This is an optimization exercise on Yosys and OpenROAD, whose aim is small area and a short achievable clock period, not a production implementation.
RTL that was checked went through simulation tests only; none was proved equivalent to the original.
Power and IR drop assume default switching activity.

// pipelined_boothe_multiplier
module pipelined_boothe_multiplier #(
    parameter WIDTH = 32
) (
    input clk,
    input reset,
    input en,
    input [WIDTH - 1: 0] md,
    input [WIDTH - 1: 0] mr,
    output [(2 * WIDTH) - 1: 0] s_result
);
  reg [81:0] s1;
  reg [148:0] s2;
  reg [151:0] s3;
  reg [151:0] s4;
  reg [102:0] s5;
  reg [62:0] s6;
  reg [62:0] s7;
  reg [62:0] s8;
  reg [62:0] s9;
  reg [62:0] s10;
  reg [62:0] s11;
  reg [62:0] s12;
  reg [62:0] s13;
  reg [62:0] s14;
  reg [62:0] s15;
  reg [62:0] s16;
  reg [62:0] s17;
  reg [62:0] s18;
  reg [62:0] s19;
  reg [62:0] s20;
  reg [62:0] s21;
  reg [62:0] s22;
  reg [62:0] s23;
  reg [62:0] s24;
  reg [62:0] s25;
  reg [62:0] s26;
  reg [62:0] s27;
  reg [62:0] s28;
  reg [62:0] s29;
  reg [62:0] s30;
  reg [62:0] s31;
  reg [63:0] s32;
  reg [4:0] rcnt;
  wire mdn1 = ~md[16];
  wire mdn2 = ~md[17];
  wire mdn3 = ~md[18];
  wire mdn4 = ~md[19];
  wire mdn5 = ~md[20];
  wire mdn6 = ~md[21];
  wire mdn7 = ~md[22];
  wire mdn8 = ~md[23];
  wire mdn9 = ~md[24];
  wire mdn10 = ~md[25];
  wire mdn11 = ~md[26];
  wire mdn12 = ~md[27];
  wire mdn13 = ~md[28];
  wire mdn14 = ~md[29];
  wire mdn15 = ~md[30];
  wire mdn16 = ~md[31];
  wire bone17 = mr[0];
  wire btwo18 = mr[1] & ~mr[0];
  wire bneg19 = mr[1];
  wire bonen20 = ~bone17;
  wire btwon21 = ~btwo18;
  wire bnegn22 = ~bneg19;
  wire bone23 = mr[2] ^ mr[1];
  wire btwo24 = (mr[3] & ~mr[2] & ~mr[1]) | (~mr[3] & mr[2] & mr[1]);
  wire bneg25 = mr[3];
  wire bonen26 = ~bone23;
  wire btwon27 = ~btwo24;
  wire bnegn28 = ~bneg25;
  wire bone29 = mr[4] ^ mr[3];
  wire btwo30 = (mr[5] & ~mr[4] & ~mr[3]) | (~mr[5] & mr[4] & mr[3]);
  wire bneg31 = mr[5];
  wire bonen32 = ~bone29;
  wire btwon33 = ~btwo30;
  wire bnegn34 = ~bneg31;
  wire bone35 = mr[6] ^ mr[5];
  wire btwo36 = (mr[7] & ~mr[6] & ~mr[5]) | (~mr[7] & mr[6] & mr[5]);
  wire bneg37 = mr[7];
  wire bonen38 = ~bone35;
  ...
For scale: ~5600 cells after synthesis, about 2300 flip-flops, about 0.073 sq mm of cells after synthesis.
clock: 5.0 ns
lec_check: 0
cap_margin: 20
core_margin: 2
core_utilization: 60
cts_cluster_diameter: 100
cts_cluster_size: 30
place_density: 0.7
setup_slack_margin: 2.85
slew_margin: 20
synth_hierarchical: 1
synth_minimum_keep_size: 0
tns_end_percent: 80
run.sh (not shown) runs the stock make flow with config.mk's settings and CLKGATE_MAP_FILE= SYNTH_SCRIPT=/design/flow/synth_recipe.tcl, a recipe that flattens the netlist after the stock synthesis.
Change:
- TNS_END_PERCENT: 80 -> not set
Result: The new run passed the timing, DRC and antenna checks; setup slack is about the same; power barely changes; sequential share of layout area is about the same; sequential power hardly moves; global-route usage is unchanged.
Change:
- TNS_END_PERCENT: not set -> 60
What happened: Final area is about the same; worst hold slack hardly moves; count of clock-buffer cells in the layout does not change; area after synthesis does not change; worst setup slack hardly moves; final cell count hardly moves; clock skew is about the same; sequential power barely changes; wire length is about the same; total power stays flat.
Change:
- PLACE_DENSITY: 0.7 -> 0.65
- TNS_END_PERCENT: 60 -> not set
Outcome: Wire length stays flat. Hold slack is worse by 0.032 ns. Design area stays flat. Register-to-register slack is worse by 0.02 ns. First-iteration DRC count shrinks by 2.5%. Non-clock buffer count grows by 1. Fmax grows by 4.9%. Via count grows by about 0.9%. Die area is unchanged. Global-route usage stays flat.
Change:
- CORE_UTILIZATION: 60 -> 58
- PLACE_DENSITY: 0.65 -> 0.7
Effect: The new run passed the timing, DRC and antenna checks; first-iteration DRC count shrinks by 8.9%; setup slack is worse by 0.014 ns; clock-buffer cell count shrinks by 1; via count drops by 1.1%; synthesized area stays the same; utilization drops by 2.3 points; die area grows by 3.4%.
No functional check of the RTL was part of any run of this note.


## run 1
pipelined_boothe_multiplier, a different RTL version from the one above (not shown whole).
For scale: roughly 5800 cells after synthesis, roughly 2300 flip-flops, about 130 I/O pins, about 0.075 mm2 of cells after synthesis.
Settings: LEC_CHECK=0, CAP_MARGIN=20, CORE_MARGIN=2, CORE_UTILIZATION=60, CTS_CLUSTER_DIAMETER=100, CTS_CLUSTER_SIZE=34, PLACE_DENSITY=0.7, SETUP_SLACK_MARGIN=2.82, SLEW_MARGIN=20, SYNTH_HIERARCHICAL=1, SYNTH_MINIMUM_KEEP_SIZE=0; clock period 5.0 ns.
Run 1 did not stop at any stage, and its layout met the timing, DRC and antenna checks.
The inputs of run 2 differ from those of run 1 as listed below.
- setting TNS_END_PERCENT to 60 for the first time
- changing SETUP_SLACK_MARGIN from 2.82 to 2.87
- changing CTS_CLUSTER_SIZE from 34 to 30
### Flow results
The worst hold slack of run 2 was superior to that of run 1.
Run 2 supports a lower top clock frequency than run 1.
The higher post-layout instance count excluding filler cells of run 2 and run 1 is in run 2.
When run 2 is measured against run 1, its total leakage power turns out 0.33 nW higher.
Global-route usage over all layers: run 1 vs run 2 — no meaningful difference
The inputs of run 3 differ from those of run 2 as listed below.
- SETUP_SLACK_MARGIN changed from 2.87 to 2.85
- TNS_END_PERCENT changed from 60 to 30
==> summary.txt <==
Re endpoint arrival time on the critical path: run 3 is 1.64 ns up on run 2.
Comparing run 3 with run 2, the clock period minus worst slack came out essentially unchanged.
Changes observed in run 3 relative to run 2: area overhead of the layout relative to synthesis lost 0.79 points, hold slack lost 0.0032 ns.
Between run 3 and run 2, it is run 3 whose sequential portion of the cell area is higher, by 0.31 points.
Startpoint of the worst setup timing path: s3[128] -> run 3, s32[21] -> run 2
Run 2 → run 3: number of buffers other than clock buffers in the final layout fell by about 10%, placed standard-cell area neither gained nor lost much.
Looking at run 3 and run 2, the total number of nets in the final design is a wash.
As far as final worst setup slack is concerned, run 3 and run 2 perform about the same.


pipelined_boothe_multiplier again, from the RTL that the note above started with.
clock: 5.0 ns
lec_check: 0
cap_margin: 20
core_margin: 2
core_utilization: 60
cts_buf_list: sky130_fd_sc_hd__clkbuf_16 sky130_fd_sc_hd__clkbuf_8
cts_cluster_diameter: 100
cts_cluster_size: 24
place_density: 0.7
setup_slack_margin: 2.85
slew_margin: 20
synth_hierarchical: 1
synth_minimum_keep_size: 0
tns_end_percent: 60
Then changed:
--- a/flow/config.mk
+++ b/flow/config.mk
@@ -11 +10,0 @@
-export CTS_BUF_LIST = sky130_fd_sc_hd__clkbuf_16 sky130_fd_sc_hd__clkbuf_8
@@ -13 +12 @@
-export CTS_CLUSTER_SIZE = 24
+export CTS_CLUSTER_SIZE = 30
@@ -15 +14 @@
-export SETUP_SLACK_MARGIN = 2.85
+export SETUP_SLACK_MARGIN = 2.8
@@ -19 +17,0 @@
-export TNS_END_PERCENT = 60
Effect: Synthesized cell count stays the same. Clock skew went down by 0.0079 ns. Total power came out lower by 1.5%. Core utilization falls by 0.49 points. Clock power went down by about 7%. Non-clock buffer count stays the same. Wire length fell by about 2%. Cell area drops by 0.74%. Via count came out lower by about 0.5%. Maximum frequency climbs by 1.3%. Cell count stays flat.

-- re-timing with driven ports --
The results above use ideal ports. As a check the final layouts listed here were re-extracted and re-timed, cells and wires unchanged. Step 1, drivers: a clkbuf_16 drives clk and a buf_2 each remaining input, both assumed. Step 2 also shifts input and output timing later by t, the mid clock arrival at the registers, as if the neighbouring blocks saw the same clock. a / b / c = ideal / step 1 / step 2; a / b = the first two.
run	t, ns	setup slack, ns	worst setup path after step 2
the first run of note 1	0.796	2.722 / 2.641 / 2.360	input to register
the second run of note 1	0.798	2.722 / 2.640 / 2.356	input to register
the third run of note 1	0.795	2.722 / 2.641 / 2.357	input to register
the fourth run of note 1	0.799	2.828 / 2.758 / 2.151	input to register
the fifth run of note 1	0.792	2.814 / 2.735 / 2.456	input to register
run 1	0.756	2.861 / 2.791 / 2.408	input to register
run 2	0.781	2.836 / 2.765 / 2.377	input to register
run 3	0.768	2.837 / 2.779 / 2.554	input to register
the first run of note 3	0.780	2.823 / 2.754 / 2.517	input to register
the second run of note 3	0.766	2.851 / 2.780 / 2.504	input to register
After both steps every run listed still meets setup and hold. For the fourth run of note 1, which loses most, drivers alone change the setup slack by -0.070 ns; drivers and shift together by -0.677 ns.
